Background: an optimization exercise with open tools, aiming at small area, a short achievable clock period and few clock cycles per item. Do not read the settings as production practice. Function was checked by simulation only, so behaviour that the tests miss may differ from the original. No activity file was given, so power comes from the tool's default toggle rates.

File: run.sh
#!/bin/bash
# synth_recipe.tcl (not shown) runs the flow's synth.tcl, then flattens the netlist and writes it again
# the make line also repeats each setting of config.mk as NAME=value (left out here)
make -C /OpenROAD-flow-scripts/flow DESIGN_CONFIG=/design/flow/config.mk WORK_HOME=/design/flow/orfs CLKGATE_MAP_FILE= SYNTH_SCRIPT=/design/flow/synth_recipe.tcl finish
File: config.mk
export PLATFORM = sky130hd
export DESIGN_NAME = geofence
export DESIGN_NICKNAME = geofence
export VERILOG_FILES = /design/flow/design.v
export SDC_FILE = /design/flow/constraint.sdc
export NUM_CORES = 4
export LEC_CHECK = 0
export ABC_CLOCK_PERIOD_IN_PS = 6000
export CAP_MARGIN = 20
export CORE_MARGIN = 2
export CORE_UTILIZATION = 40
export SLEW_MARGIN = 20
File: constraint.sdc
create_clock -name core_clock -period 22.0 [get_ports {clk}]
set_input_delay 4.4000 -clock core_clock [delete_from_list [all_inputs] [get_ports {clk}]]
set_output_delay 4.4000 -clock core_clock [all_outputs]
set_load 0.01 [all_outputs]
File: design.v
module geofence_sqrt #(parameter [11:0] CUT = 12'b0000_0100_0100) (
    input         clk,
    input  [23:0] a,
    output [11:0] root
);
genvar k;
generate
for (k = 1; k <= 12; k = k + 1) begin : st
    wire [k-1:0]        r_in;
    wire [2*(13-k)-1:0] a_in;
    wire [k:0]          r_out;
    wire [k-1:0]        q_out;
    wire [k+1:0]        rem2;
    wire [k+2:0]        diff;
    wire                ge;
    if (k == 1) begin : f
        assign r_in = 1'b0;
        assign a_in = a;
        assign rem2 = {r_in, a_in[23:22]};
        assign diff = {1'b0, rem2} - 4'd1;
        assign ge = ~diff[k+2];
        assign q_out = ge;
    end else begin : n
        wire [k-2:0] q_in;
        if (CUT[k-2]) begin : c
            reg [k-2:0]         q_r;
            reg [k-1:0]         r_r;
            reg [2*(13-k)-1:0]  a_r;
            always @(posedge clk) begin
                q_r <= st[k-1].q_out;
                r_r <= st[k-1].r_out;
                a_r <= st[k-1].a_in[2*(13-k)-1:0];
            end
            assign q_in = q_r;
            assign r_in = r_r;
            assign a_in = a_r;
        end else begin : w
            assign q_in = st[k-1].q_out;
            assign r_in = st[k-1].r_out;
            assign a_in = st[k-1].a_in[2*(13-k)-1:0];
        end
        assign rem2 = {r_in, a_in[2*(13-k)-1:2*(12-k)]};
        assign diff = {1'b0, rem2} - {2'b00, q_in, 2'b01};
        assign ge = ~diff[k+2];
        assign q_out = {q_in, ge};
    end
    assign r_out = ge ? diff[k:0] : rem2[k:0];
end
endgenerate
reg [11:0] root_r;
always @(posedge clk) root_r <= st[12].q_out;
assign root = root_r;
endmodule
module geofence ( clk,reset,X,Y,R,valid,is_inside);
input clk;
input reset;
input [9:0] X;
input [9:0] Y;
input [10:0] R;
output valid;
output is_inside;
reg [5:0] cyc;
reg valid_r, isin_r;
reg [1:0] opm;    
reg       pm;     
reg [2:0] pa, pb;
reg [1:0] sq;     
reg       rh;     
reg       ce;     
reg [2:0] ci, cj;
reg       acc;    
always @(*) begin
    opm = 2'd0; pm = 1'b0; pa = 3'd0; pb = 3'd0; sq = 2'd0; rh = 1'b0; ce = 1'b0; ci = 3'd0; cj = 3'd0; acc = 1'b0;
    case (cyc)
    6'd0: begin opm = 2'd0; pm = 1'b0; pa = 3'd0; pb = 3'd0; sq = 2'd0; rh = 1'b0; ce = 1'b0; ci = 3'd0; cj = 3'd0; acc = 1'b0; end
    6'd1: begin opm = 2'd0; pm = 1'b0; pa = 3'd0; pb = 3'd0; sq = 2'd0; rh = 1'b0; ce = 1'b0; ci = 3'd0; cj = 3'd0; acc = 1'b0; end
    6'd2: begin opm = 2'd0; pm = 1'b0; pa = 3'd0; pb = 3'd0; sq = 2'd0; rh = 1'b0; ce = 1'b0; ci = 3'd0; cj = 3'd0; acc = 1'b0; end
    6'd3: begin opm = 2'd0; pm = 1'b0; pa = 3'd1; pb = 3'd2; sq = 2'd0; rh = 1'b0; ce = 1'b0; ci = 3'd0; cj = 3'd0; acc = 1'b0; end
    6'd4: begin opm = 2'd0; pm = 1'b0; pa = 3'd1; pb = 3'd3; sq = 2'd0; rh = 1'b0; ce = 1'b0; ci = 3'd0; cj = 3'd0; acc = 1'b0; end
    6'd5: begin opm = 2'd0; pm = 1'b0; pa = 3'd2; pb = 3'd3; sq = 2'd0; rh = 1'b0; ce = 1'b1; ci = 3'd1; cj = 3'd2; acc = 1'b0; end
    6'd6: begin opm = 2'd0; pm = 1'b0; pa = 3'd1; pb = 3'd4; sq = 2'd0; rh = 1'b0; ce = 1'b1; ci = 3'd1; cj = 3'd3; acc = 1'b0; end
    6'd7: begin opm = 2'd0; pm = 1'b0; pa = 3'd2; pb = 3'd4; sq = 2'd0; rh = 1'b0; ce = 1'b1; ci = 3'd2; cj = 3'd3; acc = 1'b0; end
    6'd8: begin opm = 2'd0; pm = 1'b0; pa = 3'd3; pb = 3'd4; sq = 2'd0; rh = 1'b0; ce = 1'b1; ci = 3'd1; cj = 3'd4; acc = 1'b0; end
    6'd9: begin opm = 2'd0; pm = 1'b0; pa = 3'd1; pb = 3'd5; sq = 2'd0; rh = 1'b0; ce = 1'b1; ci = 3'd2; cj = 3'd4; acc = 1'b0; end
    6'd10: begin opm = 2'd0; pm = 1'b0; pa = 3'd2; pb = 3'd5; sq = 2'd0; rh = 1'b0; ce = 1'b1; ci = 3'd3; cj = 3'd4; acc = 1'b0; end
    6'd11: begin opm = 2'd0; pm = 1'b0; pa = 3'd3; pb = 3'd5; sq = 2'd0; rh = 1'b0; ce = 1'b1; ci = 3'd1; cj = 3'd5; acc = 1'b0; end
    6'd12: begin opm = 2'd0; pm = 1'b0; pa = 3'd4; pb = 3'd5; sq = 2'd0; rh = 1'b0; ce = 1'b1; ci = 3'd2; cj = 3'd5; acc = 1'b0; end
    6'd13: begin opm = 2'd0; pm = 1'b0; pa = 3'd0; pb = 3'd0; sq = 2'd0; rh = 1'b0; ce = 1'b1; ci = 3'd3; cj = 3'd5; acc = 1'b0; end
    6'd14: begin opm = 2'd0; pm = 1'b0; pa = 3'd0; pb = 3'd0; sq = 2'd0; rh = 1'b0; ce = 1'b1; ci = 3'd4; cj = 3'd5; acc = 1'b0; end
    6'd15: begin opm = 2'd1; pm = 1'b1; pa = 3'd0; pb = 3'd0; sq = 2'd0; rh = 1'b0; ce = 1'b0; ci = 3'd0; cj = 3'd0; acc = 1'b0; end
    6'd16: begin opm = 2'd0; pm = 1'b0; pa = 3'd0; pb = 3'd0; sq = 2'd0; rh = 1'b0; ce = 1'b0; ci = 3'd0; cj = 3'd0; acc = 1'b0; end
    6'd17: begin opm = 2'd0; pm = 1'b0; pa = 3'd0; pb = 3'd0; sq = 2'd0; rh = 1'b0; ce = 1'b0; ci = 3'd0; cj = 3'd0; acc = 1'b0; end
    6'd18: begin opm = 2'd1; pm = 1'b1; pa = 3'd1; pb = 3'd0; sq = 2'd0; rh = 1'b0; ce = 1'b0; ci = 3'd0; cj = 3'd0; acc = 1'b0; end
    6'd19: begin opm = 2'd0; pm = 1'b1; pa = 3'd0; pb = 3'd0; sq = 2'd0; rh = 1'b1; ce = 1'b0; ci = 3'd0; cj = 3'd0; acc = 1'b0; end
    6'd20: begin opm = 2'd0; pm = 1'b0; pa = 3'd0; pb = 3'd0; sq = 2'd0; rh = 1'b0; ce = 1'b0; ci = 3'd0; cj = 3'd0; acc = 1'b0; end
    6'd21: begin opm = 2'd1; pm = 1'b1; pa = 3'd2; pb = 3'd0; sq = 2'd0; rh = 1'b0; ce = 1'b0; ci = 3'd0; cj = 3'd0; acc = 1'b0; end
    6'd22: begin opm = 2'd2; pm = 1'b1; pa = 3'd1; pb = 3'd0; sq = 2'd0; rh = 1'b1; ce = 1'b0; ci = 3'd0; cj = 3'd0; acc = 1'b0; end
    6'd23: begin opm = 2'd0; pm = 1'b0; pa = 3'd0; pb = 3'd0; sq = 2'd0; rh = 1'b0; ce = 1'b0; ci = 3'd0; cj = 3'd0; acc = 1'b0; end
    6'd24: begin opm = 2'd1; pm = 1'b1; pa = 3'd3; pb = 3'd0; sq = 2'd1; rh = 1'b0; ce = 1'b0; ci = 3'd0; cj = 3'd0; acc = 1'b0; end
    6'd25: begin opm = 2'd2; pm = 1'b1; pa = 3'd2; pb = 3'd0; sq = 2'd2; rh = 1'b1; ce = 1'b0; ci = 3'd0; cj = 3'd0; acc = 1'b0; end
    6'd26: begin opm = 2'd0; pm = 1'b0; pa = 3'd0; pb = 3'd0; sq = 2'd0; rh = 1'b0; ce = 1'b0; ci = 3'd0; cj = 3'd0; acc = 1'b0; end
    6'd27: begin opm = 2'd1; pm = 1'b1; pa = 3'd4; pb = 3'd0; sq = 2'd1; rh = 1'b0; ce = 1'b0; ci = 3'd0; cj = 3'd0; acc = 1'b0; end
    6'd28: begin opm = 2'd2; pm = 1'b1; pa = 3'd3; pb = 3'd0; sq = 2'd2; rh = 1'b1; ce = 1'b0; ci = 3'd0; cj = 3'd0; acc = 1'b0; end
    6'd29: begin opm = 2'd3; pm = 1'b1; pa = 3'd0; pb = 3'd0; sq = 2'd0; rh = 1'b0; ce = 1'b0; ci = 3'd0; cj = 3'd0; acc = 1'b0; end
    6'd30: begin opm = 2'd1; pm = 1'b1; pa = 3'd5; pb = 3'd0; sq = 2'd1; rh = 1'b0; ce = 1'b0; ci = 3'd0; cj = 3'd0; acc = 1'b0; end
    6'd31: begin opm = 2'd2; pm = 1'b1; pa = 3'd4; pb = 3'd0; sq = 2'd2; rh = 1'b1; ce = 1'b0; ci = 3'd0; cj = 3'd0; acc = 1'b1; end
    6'd32: begin opm = 2'd3; pm = 1'b1; pa = 3'd1; pb = 3'd0; sq = 2'd0; rh = 1'b0; ce = 1'b0; ci = 3'd0; cj = 3'd0; acc = 1'b0; end
    6'd33: begin opm = 2'd0; pm = 1'b0; pa = 3'd0; pb = 3'd0; sq = 2'd1; rh = 1'b0; ce = 1'b0; ci = 3'd0; cj = 3'd0; acc = 1'b0; end
    6'd34: begin opm = 2'd2; pm = 1'b1; pa = 3'd5; pb = 3'd0; sq = 2'd2; rh = 1'b1; ce = 1'b0; ci = 3'd0; cj = 3'd0; acc = 1'b1; end
    6'd35: begin opm = 2'd3; pm = 1'b1; pa = 3'd2; pb = 3'd0; sq = 2'd0; rh = 1'b0; ce = 1'b0; ci = 3'd0; cj = 3'd0; acc = 1'b0; end
    6'd36: begin opm = 2'd0; pm = 1'b0; pa = 3'd0; pb = 3'd0; sq = 2'd1; rh = 1'b0; ce = 1'b0; ci = 3'd0; cj = 3'd0; acc = 1'b0; end
    6'd37: begin opm = 2'd2; pm = 1'b0; pa = 3'd0; pb = 3'd0; sq = 2'd2; rh = 1'b0; ce = 1'b0; ci = 3'd0; cj = 3'd0; acc = 1'b1; end
    6'd38: begin opm = 2'd3; pm = 1'b1; pa = 3'd3; pb = 3'd0; sq = 2'd0; rh = 1'b0; ce = 1'b0; ci = 3'd0; cj = 3'd0; acc = 1'b0; end
    6'd39: begin opm = 2'd0; pm = 1'b0; pa = 3'd0; pb = 3'd0; sq = 2'd1; rh = 1'b0; ce = 1'b0; ci = 3'd0; cj = 3'd0; acc = 1'b0; end
    6'd40: begin opm = 2'd0; pm = 1'b0; pa = 3'd0; pb = 3'd0; sq = 2'd2; rh = 1'b0; ce = 1'b0; ci = 3'd0; cj = 3'd0; acc = 1'b1; end
    6'd41: begin opm = 2'd3; pm = 1'b1; pa = 3'd4; pb = 3'd0; sq = 2'd0; rh = 1'b0; ce = 1'b0; ci = 3'd0; cj = 3'd0; acc = 1'b0; end
    6'd42: begin opm = 2'd0; pm = 1'b0; pa = 3'd0; pb = 3'd0; sq = 2'd0; rh = 1'b0; ce = 1'b0; ci = 3'd0; cj = 3'd0; acc = 1'b0; end
    6'd43: begin opm = 2'd0; pm = 1'b0; pa = 3'd0; pb = 3'd0; sq = 2'd0; rh = 1'b0; ce = 1'b0; ci = 3'd0; cj = 3'd0; acc = 1'b1; end
    6'd44: begin opm = 2'd3; pm = 1'b1; pa = 3'd5; pb = 3'd0; sq = 2'd0; rh = 1'b0; ce = 1'b0; ci = 3'd0; cj = 3'd0; acc = 1'b0; end
    6'd45: begin opm = 2'd0; pm = 1'b0; pa = 3'd0; pb = 3'd0; sq = 2'd0; rh = 1'b0; ce = 1'b0; ci = 3'd0; cj = 3'd0; acc = 1'b0; end
    6'd46: begin opm = 2'd0; pm = 1'b0; pa = 3'd0; pb = 3'd0; sq = 2'd0; rh = 1'b0; ce = 1'b0; ci = 3'd0; cj = 3'd0; acc = 1'b1; end
    6'd47: begin opm = 2'd0; pm = 1'b0; pa = 3'd0; pb = 3'd0; sq = 2'd0; rh = 1'b0; ce = 1'b0; ci = 3'd0; cj = 3'd0; acc = 1'b0; end
    default: ;
    endcase
end
always @(posedge clk, posedge reset) begin
    if (reset) begin
        cyc <= 6'd0;
        valid_r <= 1'b0;
    end else begin
        cyc <= (cyc == 6'd47) ? 6'd0 : cyc + 6'd1;
        valid_r <= (cyc == 6'd46);
    end
end
assign valid = valid_r;
assign is_inside = isin_r;
reg [9:0]  px [0:5];
reg [9:0]  py [0:5];
reg [10:0] pr [0:5];
integer n;
always @(posedge clk) begin
    for (n = 0; n < 6; n = n + 1)
        if (cyc == n) begin
            px[n] <= X;
            py[n] <= Y;
            pr[n] <= R;
        end
end
reg [2:0] rank [1:5];
reg [5:0] sa, sb;    
integer m;
always @(*) begin
    sa = 6'd0; sb = 6'd0;
    if (!pm) begin
        sa[pa] = 1'b1;
        sb[pb] = 1'b1;
    end else begin
        sa[0] = (pa == 3'd0);
        sb[0] = (pa == 3'd5);
        for (m = 1; m < 6; m = m + 1) begin
            sa[m] = (rank[m] == pa - 3'd1);
            sb[m] = (rank[m] == pa);
        end
    end
end
reg [9:0]  xa, ya, xb, yb;
reg [10:0] ra, rb;
always @(*) begin
    xa = 10'd0; ya = 10'd0; ra = 11'd0; xb = 10'd0; yb = 10'd0; rb = 11'd0;
    for (m = 0; m < 6; m = m + 1) begin
        xa = xa | (px[m] & {10{sa[m]}});
        ya = ya | (py[m] & {10{sa[m]}});
        ra = ra | (pr[m] & {11{sa[m]}});
        xb = xb | (px[m] & {10{sb[m]}});
        yb = yb | (py[m] & {10{sb[m]}});
        rb = rb | (pr[m] & {11{sb[m]}});
    end
end
wire [11:0] sqo;             
reg  [10:0] rah, rbh;        
reg  [11:0] s_h, a_h;        
reg  [23:0] vh;              
reg  [11:0] t1h;             
reg  [23:0] p1, p2;          
reg         g1, g2;          
reg         gp1, gp2;        
wire [12:0] s2 = sqo + rah + rbh;
always @(posedge clk) begin
    if (rh) begin
        rah <= ra;
        rbh <= rb;
    end
    s_h <= s2[12:1];
    a_h <= sqo;
    vh  <= p2;
    t1h <= sqo;
end
reg [11:0] u1p, u1q, u2p, u2q, u3p, u3q, u4p, u4q;
reg        u3add;
always @(*) begin
    u3add = 1'b0;
    case (opm)
    2'd0: begin  
        u1p = xa;  u1q = px[0];
        u2p = yb;  u2q = py[0];
        u3p = ya;  u3q = py[0];
        u4p = xb;  u4q = px[0];
    end
    2'd1: begin  
        u1p = xa;  u1q = xb;
        u2p = xa;  u2q = xb;
        u3p = ya;  u3q = yb;
        u4p = ya;  u4q = yb;
    end
    2'd2: begin  
        u1p = s_h; u1q = 12'd0;
        u2p = s_h; u2q = rah;
        u3p = s_h; u3q = rbh;
        u4p = s_h; u4q = a_h;
    end
    default: begin  
        u1p = t1h; u1q = 12'd0;
        u2p = sqo; u2q = 12'd0;
        u3p = xa;  u3q = xb; u3add = 1'b1;
        u4p = yb;  u4q = ya;
    end
    endcase
end
wire [12:0] d1 = {1'b0, u1p} - {1'b0, u1q};
wire [12:0] d2 = {1'b0, u2p} - {1'b0, u2q};
wire [12:0] d3 = u3add ? ({1'b0, u3p} + {1'b0, u3q}) : ({1'b0, u3p} - {1'b0, u3q});
wire [12:0] d4 = {1'b0, u4p} - {1'b0, u4q};
wire [11:0] m1 = d1[12] ? -d1[11:0] : d1[11:0];
wire [11:0] m2 = d2[12] ? -d2[11:0] : d2[11:0];
wire [11:0] m3 = d3[12] ? -d3[11:0] : d3[11:0];
wire [11:0] m4 = d4[12] ? -d4[11:0] : d4[11:0];
reg [11:0] o1, o2, o3, o4;
always @(posedge clk) begin
    o1 <= m1; o2 <= m2; o3 <= m3; o4 <= m4;
    g1 <= d1[12] ^ d2[12];
    g2 <= d3[12] ^ d4[12];
    p1 <= o1 * o2;
    p2 <= o3 * o4;
    gp1 <= g1;
    gp2 <= g2;
end
wire p2gt = p2 > p1;
wire p2lt = p2 < p1;
wire ccw = gp2 ? (gp1 ? p2gt : 1'b1) : (gp1 ? 1'b0 : p2lt);
always @(posedge clk) begin
    for (m = 1; m < 6; m = m + 1) begin
        if (cyc == 6'd0)
            rank[m] <= 3'd0;
        else if (ce && ((ccw && cj == m) || (!ccw && ci == m)))
            rank[m] <= rank[m] + 3'd1;
    end
end
reg [23:0] sqi;
always @(*) begin
    case (sq)
    2'd0: sqi = p1 + p2;
    2'd1: sqi = p1;
    default: sqi = vh;
    endcase
end
geofence_sqrt #(.CUT(12'b0001_0010_0100)) U_SQ (.clk(clk), .a(sqi), .root(sqo));
reg [25:0] tacc;
reg [25:0] sacc;
wire [25:0] tnew = tacc + p1;
wire [25:0] snew = gp2 ? sacc - p2 : sacc + p2;
always @(posedge clk) begin
    if (cyc == 6'd0) begin
        tacc <= 26'd0;
        sacc <= 26'd0;
    end else if (acc) begin
        tacc <= tnew;
        sacc <= snew;
    end
    if (cyc == 6'd46)
        isin_r <= !snew[25] && ({tnew, 1'b0} <= {1'b0, snew});
end
endmodule
==> reports/qor.yml <==
pwr:
  clockPowerShare_pct: 35.2
  p_int_mw: 2.00
  p_switching_uw: 940
  p_per_area_nw_per_um2: 65.8
  ir_worst_vdd_mv: 0.143
  sequentialPowerShare_pct: 35.9
  power.leakage_nw: 19.4
  swShare_pct: 31.9
  combPwrFrac_pct: 28.9
setup_path:
  path_common_cell: "a21oi_1"
  startpoint_type: "flip-flop"
  worst_ep_required_time_ps: 22560
  critPathKind: "reg2reg"
  critPathSlowestCell: "dfrtp_1"
  cp_data_arrival_time_ps: 9390
  slowest_delay_ps: 990
  cp-end-kind: "flip-flop"
  crit_fanout: 35
grt:
  grt_max_degree: 70
  grt_overflow: 0
  antenna_found_initial: 1
  grt_pass1_vias: 32000
  grt_pass1_wl_um: 180000
  grt_usage_pct: 22.0
logic_synthesis:
  synth-seq-cells: 518
  async_flop_share_pct: 1.35
  ys_dominant_reg_cell: "dfxtp_1"
  syn_inst: 4526
  synth_common_cells: "nand2_1, inv_1, ha_1, nor2_1, dfxtp_1"
  yosysSeqAreaShare_pct: 30.6
  synth_top_area_share_pct: 15.4
  synth_edf_count: 209
  synth.distinct_cells: 101
  syn_area_um2: 40800
  yosysMostFrequentCell: "nand2_1"
  syn_area_per_cell_um2: 9.01
  yosysTopAreaCell: "edfxtp_1"
  yosysWarningCount: 6
  yosys-top-cells-area: "edfxtp_1, dfxtp_1, ha_1, fa_1, nand2_1"
  syn_nets: 5180
layout:
  final_cell_area_um2: 44700
  num_antenna_cells: 0
  nets: 5124
  drive_gt1_share_pct: 5.00
  multi_input_area_um2: 26200
  filler_cell_count: 9819
  area_growth_pct: 9.47
  seq_area_um2: 12500
routing:
  vias: 32900
  post_drt_wl_per_cell_um: 19.6
  antenna_left: 0
  drt_wl_total_um: 115000
  first_pass_iters: 10
  first_iter_violations: 3118
  drc_errors: 0
  viasPerCell: 5.59
clock_tree:
  cts_buffers: 59
  cts-resized-gates: 0
  worstSkewPairLatency_ps: 690
  h-tree-depth: 2
  cts_root_buffer: "clkbuf_16"
  clock_sinks: 518
  clockBufferDepth: 3
  hold_buffers: 0
  post-cts-setup-buffers: 0
  clk_pin_slew_worst_paths_ps: 70
  cts_tree: "done"
sta:
  finalHoldViolCount: 0
  finalSetupTns_ps: 0
  period_minus_slack_ps: 8830
  finalSetupViolations: 0
  grt_setup_unrepaired: "false"
  fmax_ghz: 0.113
  slew_headroom_pct: 31.5
  drv_slew: 0
  final.setup_skew_ps: 41.6
  period_share_pct: 40.2
  max_slew.worst_pin.slew_ps: 1030
min_path:
  hold_class: "reg2reg"
place:
  port_buffers: 34
  hpwl_um: 88000
  gp_congestion: 0.944
  place_area_um2: 42600
job:
  cap_violations: 0
floorplanning:
  design.core.area_um2: 101000
  die_w_um: 323
  io_pins: 35
  fp.dieArea_um2: 105000
  die_y_um: 323
  row_count: 117
  start_util_pct: 40.2
status:
  outcome: "timing/DRC/antenna clean"
routing by layer:
layer	share of wire [%]	GRT usage [%]	vias up	routed length [um]
met5	0	0	-	0
met1	44	29.6	15800	50900
met2	46	35.8	1088	52900
li1	-	-	15800	-
met3	6.1	2.81	226	7090
met4	3.8	8.61	0	4390
layout make-up:
type | instances | share of cell area (%)
clock buffers | 73 | 3.70
multi-input cells | 3404 | 58.6
well taps | 1368 | 3.83
flip-flops and latches | 518 | 28.0
inverters | 413 | 3.47
clock inverters | 39 | 0.983
repair buffers | 74 | 1.43
sequential cells by signal, indices dropped and copies added, names as in the netlist, 15 cells and up:
name and count:
rank 15, U_SQ.st.n.c.q_r 18, p2 24, pr 66, sacc 26, tacc 26, px 60, vh 24
p1 24, U_SQ.st.n.c.a_r 36, py 60, U_SQ.st.n.c.r_r 21
power groups by stage:
stage	logic (mW)	registers [mW]	clock network, mW
4_1_cts	0.852	1.06	1.06
2_1_floorplan	0.672	1.06	0
5_1_grt	0.975	1.06	1.10
3_3_place_gp	0.833	1.08	0
6_report	0.851	1.06	1.03
3_5_place_dp	0.845	1.08	0
logic make-up after synthesis:
family / after synthesis / synth area share [%]
AND/OR/NAND/NOR: 1406 / 16.1
AO/OA/AOI/OAI: 1078 / 17.8
adder cells (fa/ha/maj): 621 / 23.1
buffers and inverters: 604 / 5.64
flip-flops: 518 / 30.6
XOR/XNOR: 253 / 5.43
multiplexers: 46 / 1.32
path summary, 6_finish.rpt:
kind,endpoint,depth (start not counted),startpoint,slack [ps]
setup / recovery,o3[1]$_DFF_P_,30,cyc[2]$_DFF_PP0_,13170
min in group asynchronous,cyc[0]$_DFF_PP0_,2,reset,3970
setup reg to reg,o3[1]$_DFF_P_,30,cyc[2]$_DFF_PP0_,13170
hold reg to reg,U_SQ.st[7].n.c.a_r[2]$_DFF_P_,0,U_SQ.st[4].n.c.a_r[2]$_DFF_P_,320
max in group asynchronous,cyc[4]$_DFF_PP0_,2,reset,17790
hold / removal,U_SQ.st[7].n.c.a_r[2]$_DFF_P_,0,U_SQ.st[4].n.c.a_r[2]$_DFF_P_,320
critical path: cells and delay by family, from the launching register on:
kind            cells  cell delay [ps]
compound gates     16             5070
mux                 1              350
xor+xnor            1              170
simple gates        8             1080
buf+inv             1               50
flops               1              990
fa+ha+maj           3              970
metrics by stage:
step	worst slack (ps)	std cells	power [mW]	utilization (%)	hold slack (ps)
after floorplan	15090	4526	1.73	-	310
after CTS	13160	5889	2.97	44.0	324
after detailed placement	13230	5777	1.92	42.0	312
after global placement	13310	5777	1.91	41.9	312
after global routing	12480	5889	3.13	44.0	336
final	13170	5889	2.94	44.0	325
cell usage in the layout, fill, tap and decap left out, types with 63 or more instances in the layout:
master / instances
edfxtp_1: 209
xnor2_1: 189
inv_1: 412
a21o_1: 69
nand3_1: 91
o21ai_0: 208
nand2_1: 534
nor2_1: 317
dfxtp_1: 302
nor3_1: 63
and2_1: 136
fa_1: 218
a21oi_1: 299
ha_1: 403
xor2_1: 64
a222oi_1: 71
Testbench counts, summed over its fixed seeds: cycles 115,192, objects 2,400.

-- separate check: timing with driven ports --
In the flow no input, the clock included, has a driving cell. The finished layout below was timed again as built, in two steps.
Step 1 sets driving cells, clkbuf_16 on the clock port and buf_2 on the other inputs (assumed; they add their load-dependent delay and slew).
Step 2 times the ports against the registers' clock, not the clock port: input delays grow and output delays shrink by t, the midpoint of the rising clock arrivals with the driver on.
Three values: ideal, step 1, step 2; two values: the first two.
shift t [ns]: 0.740
setup slack, ns: 13.166 / 13.166 / 13.166
worst setup path after step 2: register to register
slew at the worst register clock pin (ns): 0.07 / 0.07
worst data-port slew with drivers (ns): 0.06
After both steps this run still meets setup and hold. The setup slack of this run moves by 0.000 ns with the drivers and by 0.000 ns with both steps.
